This design comes from an exercise in tuning for small area on the open sky130 flow, not from production work.
Where RTL was checked, it was by simulation tests only, not by an equivalence proof against the original.
The RTL of run 1 was laid out without a check of its function.
Power and IR drop assume default switching activity.

[flow/design.v]
`timescale 1ns / 100ps
module HBRIDGE (
    input        PCLK,
    input        WR,
    input        HOLD,
    input  [1:0] WDATA,
    output reg [1:0] HBRIDGE_CMD
);
always @(posedge PCLK)
    HBRIDGE_CMD <= ({2{WR}} & WDATA) | ({2{HOLD}} & HBRIDGE_CMD);
endmodule
`timescale 1ns / 100ps
module PWM #(
    parameter [31:0] DEFAULT_PERIOD_CC = 32'd5000,
    parameter [31:0] DEFAULT_PULSE_WIDTH_CC = 32'd2500
)
(
    input         PCLK,
    input         PRESERN,
    input         WR_PERIOD,     
    input         HOLD_PERIOD,   
    input         WR_WIDTH,
    input         HOLD_WIDTH,
    input  [31:0] PWDATA,
    output [31:0] PERIOD,
    output [31:0] WIDTH,
    output        PWM_OUT
);
localparam [31:0] PX = 32'hFFFFFFFF;
localparam [31:0] WX = 32'hFFFFFFFF;
localparam [31:0] CX = 32'h00000000;
reg [31:0] P_S, W_S, C_S;
assign PERIOD = P_S ^ PX;
assign WIDTH  = W_S ^ WX;
wire [31:0] COUNT = C_S ^ CX;
always @(posedge PCLK) begin
    P_S <= (({32{WR_PERIOD}} & PWDATA) | ({32{HOLD_PERIOD}} & PERIOD)
         | ({32{~WR_PERIOD & ~HOLD_PERIOD}} & DEFAULT_PERIOD_CC)) ^ PX;
    W_S <= (({32{WR_WIDTH}} & PWDATA) | ({32{HOLD_WIDTH}} & WIDTH)
         | ({32{~WR_WIDTH & ~HOLD_WIDTH}} & DEFAULT_PULSE_WIDTH_CC)) ^ WX;
end
wire CLR = ~PRESERN | (COUNT == PERIOD);
wire [32:0] K;                   
assign K[0] = 1'b1;
genvar i;
generate for (i = 0; i < 32; i = i + 1) begin : g_cnt
    assign K[i+1] = K[i] & COUNT[i];
end endgenerate
always @(posedge PCLK)
    C_S <= ({32{~CLR}} & (COUNT ^ K[31:0])) ^ CX;
wire [32:0] L;
assign L[0] = 1'b0;
generate for (i = 0; i < 32; i = i + 1) begin : g_lt
    assign L[i+1] = (~COUNT[i] & WIDTH[i]) | ((~COUNT[i] | WIDTH[i]) & L[i]);
end endgenerate
assign PWM_OUT = L[32];
endmodule
`timescale 1ns / 100ps
module MOTOR (
    input  [31:0] PADDR,
    input         PCLK,
    input         PENABLE,
    input         PRESERN,
    input         PSEL,
    input  [31:0] PWDATA,
    input         PWRITE,
    output [1:0]  HBRIDGE_CMD,
    output [31:0] PRDATA,
    output        PREADY,
    output        PSLVERR,
    output        PWM_OUT
);
assign PREADY = 1'b1;
assign PSLVERR = 1'b0;
wire HI_ZERO = (PADDR[15:4] == 12'd0) & (PADDR[1:0] == 2'd0);
wire SEL_CMD = HI_ZERO & (PADDR[3:2] == 2'd0);
wire SEL_PER = HI_ZERO & (PADDR[3:2] == 2'd2);
wire SEL_WID = HI_ZERO & (PADDR[3:2] == 2'd3);
wire WE       = PSEL & PENABLE & PWRITE & PRESERN;
wire WR_CMD   = WE & SEL_CMD;
wire WR_PER   = WE & SEL_PER;
wire WR_WID   = WE & SEL_WID;
wire HOLD_CMD = PRESERN & ~WR_CMD;
wire HOLD_PER = PRESERN & ~WR_PER;
wire HOLD_WID = PRESERN & ~WR_WID;
wire [31:0] PERIOD, WIDTH;
HBRIDGE HBRIDGE_0 (
    .PCLK(PCLK), .WR(WR_CMD), .HOLD(HOLD_CMD), .WDATA(PWDATA[1:0]),
    .HBRIDGE_CMD(HBRIDGE_CMD));
PWM PWM_0 (
    .PCLK(PCLK), .PRESERN(PRESERN),
    .WR_PERIOD(WR_PER), .HOLD_PERIOD(HOLD_PER),
    .WR_WIDTH(WR_WID), .HOLD_WIDTH(HOLD_WID),
    .PWDATA(PWDATA),
    .PERIOD(PERIOD), .WIDTH(WIDTH),
    .PWM_OUT(PWM_OUT));
assign PRDATA = ({32{SEL_PER}} & PERIOD) | ({32{SEL_WID}} & WIDTH);
endmodule
[flow/flow/run.sh]
#!/bin/bash
# Own layout flow: the standard layout (standard.sh) with
#  - synthesis whose abc step maps for area (flow/synth.tcl, flow/area.abc),
#    and without the adder mapping step;
#  - port buffers of the smallest buffer cell;
#  - a clock tree without dummy loads.
# Each step's full output goes to a log file in the work folder.
set -euo pipefail
W=$PWD
VARS=(
  "SYNTH_SCRIPT=$W/flow/synth.tcl"
  "ADDER_MAP_FILE="
  "BUFFER_PORTS_ARGS=-buffer_cell sky130_fd_sc_hd__buf_1"
  "CTS_ARGS=-sink_clustering_enable -repair_clock_nets -dont_use_dummy_load"
)
bash standard.sh "${VARS[@]}" synth > $W/synth.log 2>&1
bash standard.sh "${VARS[@]}" finish > $W/layout.log 2>&1
[flow/flow/area.abc]
strash
&get -n
&dch -f
&nf -a -R 1000
&st
&dch -f
&nf -a -R 1000
&st
&dch -f
&nf -a -R 1000
&st
&dch -f
&nf -a -R 1000
&put
[flow/flow/synth.tcl]
# The standard synthesis (synth_recipe.tcl in the work folder), with abc
# mapping for area: abc is given the script area.abc in place of ORFS's.
set flow_dir [file dirname [file normalize [info script]]]
set area_script [file join $flow_dir area.abc]
proc abc {args} {
  set i [lsearch -exact $args -script]
  if { $i >= 0 } {
    set args [lreplace $args $i [expr { $i + 1 }] -script $::area_script]
  }
  yosys abc {*}$args
}
source [file join [file dirname $flow_dir] synth_recipe.tcl]
[flow/standard.sh]
#!/bin/bash
# synth_recipe.tcl (not shown) runs the flow's synth.tcl, then flattens the netlist and writes it again
# the make line also repeats each setting of config.mk as NAME=value (left out here)
make -C /OpenROAD-flow-scripts/flow DESIGN_CONFIG=/design/flow/config.mk WORK_HOME=/design/flow/orfs CLKGATE_MAP_FILE= SYNTH_SCRIPT=/design/flow/synth_recipe.tcl "${@:-finish}"
[flow/config.mk]
export PLATFORM = sky130hd
export DESIGN_NAME = MOTOR
export DESIGN_NICKNAME = MOTOR
export VERILOG_FILES = /design/flow/design.v
export SDC_FILE = /design/flow/constraint.sdc
export NUM_CORES = 4
export LEC_CHECK = 0
export CAP_MARGIN = 20
export CORE_MARGIN = 2
export CORE_UTILIZATION = 70
export SLEW_MARGIN = 20
[flow/constraint.sdc]
create_clock -name core_clock -period 8.0 [get_ports {PCLK}]
set_input_delay 1.6000 -clock core_clock [delete_from_list [all_inputs] [get_ports {PCLK}]]
set_output_delay 1.6000 -clock core_clock [all_outputs]
set_load 0.01 [all_outputs]
==> summary.txt, run 1 <==
- Slew @ Worst Pin: 0.842 ns
- Largest net degree at the start of global routing: 35
- Period utilisation layout: 76.3%
- First-pass GRT wire length: 17.8 mm
- #FFs+latches synth: 98
- Syn_nets: 532
- Drt first pass iters: 6
- Most common cell on crit path: o21ai_0
- CP delay by family, top: compound AO/OA/AOI/OAI gates
- # Post-CTS Setup Buffers: 0
- Share of layout cells above drive strength 1: 3.55%
- Synthesis-to-layout area growth: 15.4%
- CTS resizes: 0
- N_diodes: 0
- CP max FO: 7
- Final Hold Fails: 0
- Final GP Congestion: 0.877
- VDD IR max: 0.159 mV
- Syn Std Cell Area: 0.00396 mm²
- HP Class: flop to flop
- Gr ovfl total: 0
- Cell Pwr Density: 170 mW/mm²
- Hold slack: 0.488 ns
- Skew final: 0.0193 ns
- Seq/Total Area, Yosys: 49.6%
- CP bufs+invs: 1
- Placed wire-length estimate: 7.82 mm
- CP Capture Type: output port
- Endpoints failing setup: 0
- Vias per cell: 6.59
- Root Buffer: clkbuf_8
- Worst path arrival time: 4.51 ns
- Area post-placement: 0.00443 mm²
- CP Depth: 28
- Critical R2R Launch: PWM_0.C_S[1]$_DFF_P_
- Die Wd: 79.2 µm
- Worst Slack Setup Final: 1.89 ns
- Clock transition at path regs: 0.09 ns
- Status: complete, no violations
- # rows: 27
- Hold Crit Start: HBRIDGE_0.HBRIDGE_CMD[1]$_DFF_P_
- Leakage: 1.53 nW
- Buffers on Ports: 87
- Initial antenna violation count: 0
- Worst EP required: 6.40 ns
- CP startpoint: PWM_0.C_S[3]$_DFF_P_
- Critical Path Start Type: flop
- RSZ-0062 raised after global routing: false
- Tot Pwr: 0.776 mW
- Core area: 0.00547 mm²
- Max Cap Viol: 0
- Setup TNS: 0 ns
- Drt total wl: 11.2 mm
- CP Class: flop to output port
- Library cells used by synthesis: 29
- Final min period: 6.11 ns
- H-tree depth: 3
- Max Root-Sink Buffers: 2
- CTS tree: built
- Via count: 4182
- Slew margin rel.: 43.6%
- Routed Antenna Nets: 0
- Final nets: 634
- CTS sink count: 98
- Placement Setup Slack: 2.49 ns
- Detailed-route DRC error count: 0
- Fmax: 164 MHz
- # hold bufs at CTS: 0
- Hold Path Cell Cnt: 1
- Starting density of the core: 72.3%
- Syn. warnings: 2
- Vias in the first global route: 3825
- WL/cell: 17.7 µm
- Die Ht: 79.2 µm
- Syn avg cell area: 8.54 µm²
- Synth Instances: 463
- Slew Viols, Final: 0
- Die ar.: 0.00627 mm²
- Clock latency on the worst-skew pair: 0.37 ns
- Slowest cell on crit path: dfxtp_1
- Gr usage total: 36.1%
- Worst r2r path cells: 20
- CTS Buf Count: 9
- CP max stage delay: 0.51 ns
- DRT iter0 DRCs: 477
- Post-route cell area: 0.00456 mm²
- Top Ports: 106
==> per-layer routing <==
layer	share of wire, %	GRT usage (%)	vias up
li1	-	-	1964
met1	41	45.8	1939
met2	48	60.4	245
met3	8.3	6.59	34
met4	2.8	15.3	0
met5	0	0	-
==> through the flow <==
stage / utilization, % / cells
after floorplan: - / 463
after global placement: 80.8 / 626
after detailed placement: 80.9 / 626
after CTS: 83.2 / 635
after global routing: 83.4 / 635
final: 83.4 / 635
==> layout make-up <==
| type | count | area (µm²) |
|---|---|---|
| Multi-Input combinational cell | 362 | 2010 |
| Sequential cell | 98 | 1960 |
| Fill cell | 357 | 908 |
| Timing Repair Buffer | 93 | 372 |
| Clock buffer | 9 | 124 |
| Tap cell | 72 | 90.1 |
| Inverter | 1 | 3.75 |
==> worst paths after layout <==
path	endpoint	slack, ns
setup / recovery	PWM_OUT	1.89
hold / removal	HBRIDGE_0.HBRIDGE_CMD[1]$_DFF_P_	0.49
setup reg to reg	PWM_0.C_S[31]$_DFF_P_	2.64
hold reg to reg	HBRIDGE_0.HBRIDGE_CMD[1]$_DFF_P_	0.49
==> registers in the layout (all words and copies together), names as in the netlist <==
register,flops
PWM_0.P_S,32
PWM_0.W_S,32
PWM_0.C_S,32
HBRIDGE_0.HBRIDGE_CMD,2
==> power by group <==
group          internal (mW)  switching (mW)  total [mW]
Clock                  0.101           0.152       0.253
Combinational         0.0120          0.0197      0.0316
Sequential             0.489         0.00246       0.491
==> synth_stat cells (all sizes together) <==
cell	number	area [µm²]
dfxtp	98	1960
a21oi	89	445
nor2	83	312
o22ai	47	294
o21ai	22	110
nor3	19	95.1
and3	11	68.8
nand2	10	37.5
a221oi	9	78.8
a22oi	9	67.6
and2	8	50.1
a22o	7	61.3
o21a	7	52.6
xnor2	7	61.3
nor2b	5	31.3
nor4	5	31.3
nand4	4	25.0
o221ai	4	35.0
xor2	4	35.0
a2111oi	3	26.3
buf	2	15.0
conb	2	7.51
nand3	2	10.0
a211oi	1	7.51
a311oi	1	8.76
clkinv	1	3.75
o211ai	1	7.51
o41ai	1	8.76
or3	1	6.26
==> cells in the final DEF, fill, tap and decap left out, types with 6 or more instances in the layout <==
cell / instances
o21ai_0: 20
xnor2_1: 7
dfxtp_1: 98
buf_4: 6
nand2_1: 10
a22oi_1: 9
buf_1: 87
and3_1: 11
a221oi_1: 9
clkbuf_8: 9
nor2_1: 81
o22ai_1: 47
nor3_1: 19
o21a_1: 7
a21oi_1: 89
and2_0: 8
a22o_1: 7
==> cells by family (layout without fill, tap and decap cells) <==
logic type                Yosys count  count (layout)  share of synthesized area [%]
AOI/OAI and AO/OA                 201             201                           30.4
and+or+nand+nor                   148             148                           16.9
DFF                                98              98                           49.6
xor gates and xnor gates           11              11                           2.44
buffers and inverters               3             103                          0.474
other                               2               2                          0.190
==> worst register-to-register path: stages (launching register included) <==
cell	delay, ns
dfxtp_1	0.47
and3_1	0.28
and3_1	0.25
and3_1	0.21
and2_0	0.25
and3_1	0.25
and3_1	0.26
and3_1	0.22
and2_0	0.26
and3_1	0.24
and2_0	0.25
and3_1	0.24
and2_0	0.25
and3_1	0.23
and2_0	0.28
and3_1	0.24
and2_0	0.25
and3_1	0.23
and2_0	0.28
a21oi_1	0.11
a311oi_1	0.21
==> run 2, diff against run 1 <==
==> flow/design.v (replaced) <==
`timescale 1ns / 100ps
module HBRIDGE (
    input        PCLK,
    input        WR,
    input        HOLD,
    input  [1:0] WDATA,
    output reg [1:0] HBRIDGE_CMD
);
always @(posedge PCLK)
    HBRIDGE_CMD <= ({2{WR}} & WDATA) | ({2{HOLD}} & HBRIDGE_CMD);
endmodule
`timescale 1ns / 100ps
module PWM #(
    parameter [31:0] DEFAULT_PERIOD_CC = 32'd5000,
    parameter [31:0] DEFAULT_PULSE_WIDTH_CC = 32'd2500
)
(
    input         PCLK,
    input         PRESERN,
    input         WR_PERIOD,     
    input         HOLD_PERIOD,   
    input         WR_WIDTH,
    input         HOLD_WIDTH,
    input  [31:0] PWDATA,
    output [31:0] PERIOD_N,      
    output [31:0] WIDTH_N,       
    output        PWM_OUT
);
localparam [31:0] PMASK = DEFAULT_PERIOD_CC;
localparam [31:0] WMASK = DEFAULT_PULSE_WIDTH_CC;
reg [31:0] PERIOD_S, WIDTH_S;    
wire RST = !PRESERN;
assign PERIOD_N = PERIOD_S ^ PMASK;
assign WIDTH_N  = WIDTH_S  ^ WMASK;
wire [31:0] P_NEXT = ({32{WR_PERIOD}} & PWDATA) | ({32{HOLD_PERIOD}} & ~PERIOD_N);
wire [31:0] W_NEXT = ({32{WR_WIDTH}}  & PWDATA) | ({32{HOLD_WIDTH}}  & ~WIDTH_N);
always @(posedge PCLK) begin
    PERIOD_S <= (~P_NEXT ^ PMASK) | ({32{RST}} & PMASK);
    WIDTH_S  <= (~W_NEXT ^ WMASK) | ({32{RST}} & WMASK);
end
reg [31:0] COUNT;
wire [31:0] MATCH = COUNT ^ PERIOD_N;    
wire EQ  = &MATCH;
wire CLR = RST | EQ;
wire [32:0] K;                           
assign K[0] = 1'b1;
genvar i;
generate for (i = 0; i < 32; i = i + 1) begin : g_cnt
    assign K[i+1] = K[i] & COUNT[i];
end endgenerate
always @(posedge PCLK)
    COUNT <= ~{32{CLR}} & (COUNT ^ K[31:0]);
wire [32:0] NLT;
assign NLT[0] = 1'b1;
generate for (i = 0; i < 32; i = i + 1) begin : g_lt
    assign NLT[i+1] = (COUNT[i] & WIDTH_N[i]) | ((COUNT[i] | WIDTH_N[i]) & NLT[i]);
end endgenerate
assign PWM_OUT = ~NLT[32];
endmodule
`timescale 1ns / 100ps
module MOTOR (
    input  [31:0] PADDR,
    input         PCLK,
    input         PENABLE,
    input         PRESERN,
    input         PSEL,
    input  [31:0] PWDATA,
    input         PWRITE,
    output [1:0]  HBRIDGE_CMD,
    output [31:0] PRDATA,
    output        PREADY,
    output        PSLVERR,
    output        PWM_OUT
);
assign PREADY = 1'b1;
assign PSLVERR = 1'b0;
wire HI_ZERO = (PADDR[15:4] == 12'd0) & (PADDR[1:0] == 2'd0);
wire SEL_CMD = HI_ZERO & (PADDR[3:2] == 2'd0);
wire SEL_PER = HI_ZERO & (PADDR[3:2] == 2'd2);
wire SEL_WID = HI_ZERO & (PADDR[3:2] == 2'd3);
wire WE      = PSEL & PENABLE & PWRITE & PRESERN;
wire WR_CMD  = WE & SEL_CMD;
wire WR_PER  = WE & SEL_PER;
wire WR_WID  = WE & SEL_WID;
wire HOLD_CMD = PRESERN & ~WR_CMD;
wire HOLD_PER = PRESERN & ~WR_PER;
wire HOLD_WID = PRESERN & ~WR_WID;
wire [31:0] PERIOD_N, WIDTH_N;
HBRIDGE HBRIDGE_0 (
    .PCLK(PCLK), .WR(WR_CMD), .HOLD(HOLD_CMD), .WDATA(PWDATA[1:0]),
    .HBRIDGE_CMD(HBRIDGE_CMD));
PWM PWM_0 (
    .PCLK(PCLK), .PRESERN(PRESERN),
    .WR_PERIOD(WR_PER), .HOLD_PERIOD(HOLD_PER),
    .WR_WIDTH(WR_WID), .HOLD_WIDTH(HOLD_WID),
    .PWDATA(PWDATA),
    .PERIOD_N(PERIOD_N), .WIDTH_N(WIDTH_N),
    .PWM_OUT(PWM_OUT));
assign PRDATA = ~(({32{~SEL_PER}} | PERIOD_N) & ({32{~SEL_WID}} | WIDTH_N));
endmodule
==> flow/flow/area.abc (replaced) <==
strash
&get -n
&dch
&nf -a
&st
&dch
&nf -a
&st
&dch
&nf -a
&put
--- a/flow/config.mk
+++ b/flow/config.mk
@@ -7,5 +7,5 @@
 export LEC_CHECK = 0
 export CAP_MARGIN = 20
 export CORE_MARGIN = 2
-export CORE_UTILIZATION = 70
+export CORE_UTILIZATION = 40
 export SLEW_MARGIN = 20
==> summary.txt, run 2 <==
- Status: complete, no violations
- # Post-CTS Setup Buffers: 0
- Library cells used by synthesis: 34
- Worst path arrival time: 5.33 ns
- Seq/Total Area, Yosys: 48.7%
- Largest net degree at the start of global routing: 36
- #FFs+latches synth: 98
- Gr usage total: 21.1%
- Die Wd: 104 µm
- Max Cap Viol: 0
- N_diodes: 0
- Leakage: 1.54 nW
- Synth Instances: 474
- Synth top cells by count: dfxtp_1 (98), nor2_1 (90), a21oi_1 (71), o22ai_1 (39), nand2_1 (21)
- Worst r2r path cells: 20
- CTS tree: built
- Most common cell on crit path: a222oi_1
- VDD IR max: 0.0758 mV
- Initial antenna violation count: 0
- Buffers on Ports: 87
- Critical R2R Launch: PWM_0.COUNT[1]$_DFF_P_
- # rows: 36
- Routed Antenna Nets: 0
- Skew final: 0.0161 ns
- EDFF count, synth: 0
- WL/cell: 16.3 µm
- Max Root-Sink Buffers: 2
- CP delay by family, top: compound AO/OA/AOI/OAI gates
- Share of layout cells above drive strength 1: 3.82%
- Top Ports: 106
- Clock latency on the worst-skew pair: 0.36 ns
- Commonest non-fill, non-tap cells in the layout: dfxtp_1 (98), nor2_1 (88), buf_1 (87), a21oi_1 (71), o22ai_1 (39)
- Syn avg cell area: 8.49 µm²
- First-pass GRT wire length: 18.6 mm
- Starting density of the core: 41.2%
- Die Ht: 104 µm
- Drt total wl: 11.5 mm
- Worst reg-to-reg setup slack: 2.93 ns
- Detailed-route DRC error count: 0
- H-tree depth: 3
- Syn. warnings: 2
- Biggest regs: PWM_0.COUNT x32, PWM_0.PERIOD_S x32, PWM_0.WIDTH_S x32
- Gr ovfl total: 0
- Fmax: 144 MHz
- Period utilisation layout: 86.7%
- # hold bufs at CTS: 0
- Worst EP required: 6.40 ns
- Slew @ Worst Pin: 0.638 ns
- FF-to-FF End: PWM_0.COUNT[31]$_DFF_P_
- Via count: 3996
- CP startpoint: PWM_0.COUNT[0]$_DFF_P_
- Crit path capture: PWM_OUT
- Root Buffer: clkbuf_8
- Setup TNS: 0 ns
- Slew Viols, Final: 0
- Vias in the first global route: 3759
- Vias per cell: 5.64
- Slew margin rel.: 57.5%
- Synthesis-to-layout area growth: 16.8%
- GR peak layer: met2
- Layout Utilization: 48.1%
- Syn_nets: 543
- CTS resizes: 0
- Commonest non-fill, non-tap cell in the layout: dfxtp_1
- Main synth FF type: dfxtp_1
- CP max stage delay: 0.37 ns
- CP Capture Type: output port
- Met2 GRT Util: 34.3%
- Final min period: 6.93 ns
- Grt met1 use: 27.9%
- CP Depth: 22
- Dominant cell type by area after synthesis: dfxtp_1
- Die ar.: 0.0109 mm²
- Final nets: 647
- DRT iter0 DRCs: 213
- CTS Buf Count: 9
- Top cell type's share of synthesized area: 48.7%
- Syn Std Cell Area: 0.00403 mm²
- CP max FO: 6
- Placed wire-length estimate: 7.94 mm
- GR Util met3: 4.51%
- CP Class: flop to output port
- Endpoints failing setup: 0
- Final GP Congestion: 0.830
- Cell Pwr Density: 165 mW/mm²
- HP Class: flop to flop
- CTS sink count: 98
- Clock transition at path regs: 0.08 ns
- Slowest cell on crit path: dfxtp_1
- Worst path cell trace: o22a_1, a221oi_1, o21ai_0, a222oi_1, o22ai_1, a222oi_1, o21ai_0, a222oi_1, o21ai_0, a222oi_1, o21ai_0, a222oi_1, o21ai_0, a222oi_1, o21ai_0, a222oi_1, o21ai_0, a222oi_1, o21ai_0, a222oi_1, a2bb2oi_1, buf_1
- Final Hold Fails: 0
- CP bufs+invs: 1
- Core area: 0.00977 mm²
- Top cells by area, synth: dfxtp_1 (49%), a21oi_1 (8.8%), nor2_1 (8.4%), o22ai_1 (6.1%), nor3_1 (2.5%)
- Most frequent cell after synthesis: dfxtp_1
- RSZ-0062 raised after global routing: false
- Drt first pass iters: 5
- Critical Path Start Type: flop
- Async SR Flop Fraction: 0%
run 2: changes by cell type after synthesis, moves of 6 or more:
cell      before  now
nand2_1       10   21
o22a_1         0    9
a21oi_1       89   71
a222oi_1       0    9
clkinv_1       1   11
a221oi_1       9    3
nor2_1        83   90
o21ai_0       22   16
o22ai_1       47   39
a22oi_1        9    1
run 2: logic make-up (layout without fill, tap and decap cells):
group	Yosys count	in the layout	share of synthesized area (%)
flops	98	98	48.7
compound gates	178	178	27.8
xor+xnor	16	16	3.48
other cells	2	2	0.187
buf+inv	13	115	1.40
simple gates	167	167	18.5
run 2: how the worst min path moves through the flow:
stage / to / depth (start not counted) / from
after floorplan: PWM_0.COUNT[0]$_DFF_P_ / 1 / PWM_0.COUNT[0]$_DFF_P_
after global placement: HBRIDGE_0.HBRIDGE_CMD[0]$_DFF_P_ / 1 / HBRIDGE_0.HBRIDGE_CMD[0]$_DFF_P_
after detailed placement: HBRIDGE_0.HBRIDGE_CMD[1]$_DFF_P_ / 1 / HBRIDGE_0.HBRIDGE_CMD[1]$_DFF_P_
after CTS: HBRIDGE_0.HBRIDGE_CMD[1]$_DFF_P_ / 1 / HBRIDGE_0.HBRIDGE_CMD[1]$_DFF_P_
after global routing: HBRIDGE_0.HBRIDGE_CMD[1]$_DFF_P_ / 1 / HBRIDGE_0.HBRIDGE_CMD[1]$_DFF_P_
final: HBRIDGE_0.HBRIDGE_CMD[1]$_DFF_P_ / 1 / HBRIDGE_0.HBRIDGE_CMD[1]$_DFF_P_
run 2: routing by layer:
layer / part of all wire (%) / vias to the layer above / routed length [µm]
li1: - / 1980 / -
met1: 47 / 1906 / 5430
met2: 47 / 95 / 5380
met3: 4.7 / 15 / 538
met4: 1.7 / 0 / 191
met5: 0 / - / 0
run 2: power breakdown:
| part | switching (mW) | total (mW) | internal (mW) |
|---|---|---|---|
| registers | 0.00194 | 0.490 | 0.489 |
| clock network | 0.152 | 0.253 | 0.101 |
| logic | 0.0202 | 0.0314 | 0.0112 |
| total | 0.174 | 0.775 | 0.601 |
run 2: stage by stage:
step | total power, mW | hold slack, ns | setup WS, ns | std cells | instance area [µm²]
after floorplan | 0.514 | 0.467 | 2.27 | 474 | 4030
after global placement | 0.532 | 0.466 | 1.45 | 700 | 4580
after detailed placement | 0.533 | 0.458 | 1.52 | 700 | 4580
after CTS | 0.782 | 0.490 | 1.08 | 709 | 4700
after global routing | 0.800 | 0.515 | 0.544 | 709 | 4700
final | 0.775 | 0.487 | 1.07 | 709 | 4700
run 2: area by class of cell:
type / instances / area [µm²]
Fill cell: 1034 / 5070
Inverter: 11 / 41.3
Tap cell: 133 / 166
Sequential cell: 98 / 1960
Multi-Input combinational cell: 363 / 2020
Timing Repair Buffer: 95 / 387
Clock buffer: 9 / 124

==> afterwards: timing with drivers on the ports <==
How much do the figures lean on ideal ports? The routed layouts below were timed once more, with nothing changed but the port constraints. Step 1, drivers: a clkbuf_16 drives PCLK and a buf_2 each remaining input, both assumed. Step 2 times the ports against the registers' clock, not the clock port: input delays grow and output delays shrink by t, the midpoint of the rising clock arrivals with the driver on. Three values: ideal ports, drivers, drivers and shift; two values: the first two.
run	shift t [ns]	slack for setup (ns)	clock arrival spread, ns	worst register clock-pin slew, ns
run 1	0.389	1.893 / 1.861 / 2.249	0.019 / 0.019	0.09 / 0.09
run 2	0.381	1.066 / 1.035 / 1.416	0.016 / 0.016	0.09 / 0.09
After both steps setup and hold are still met in every run listed.
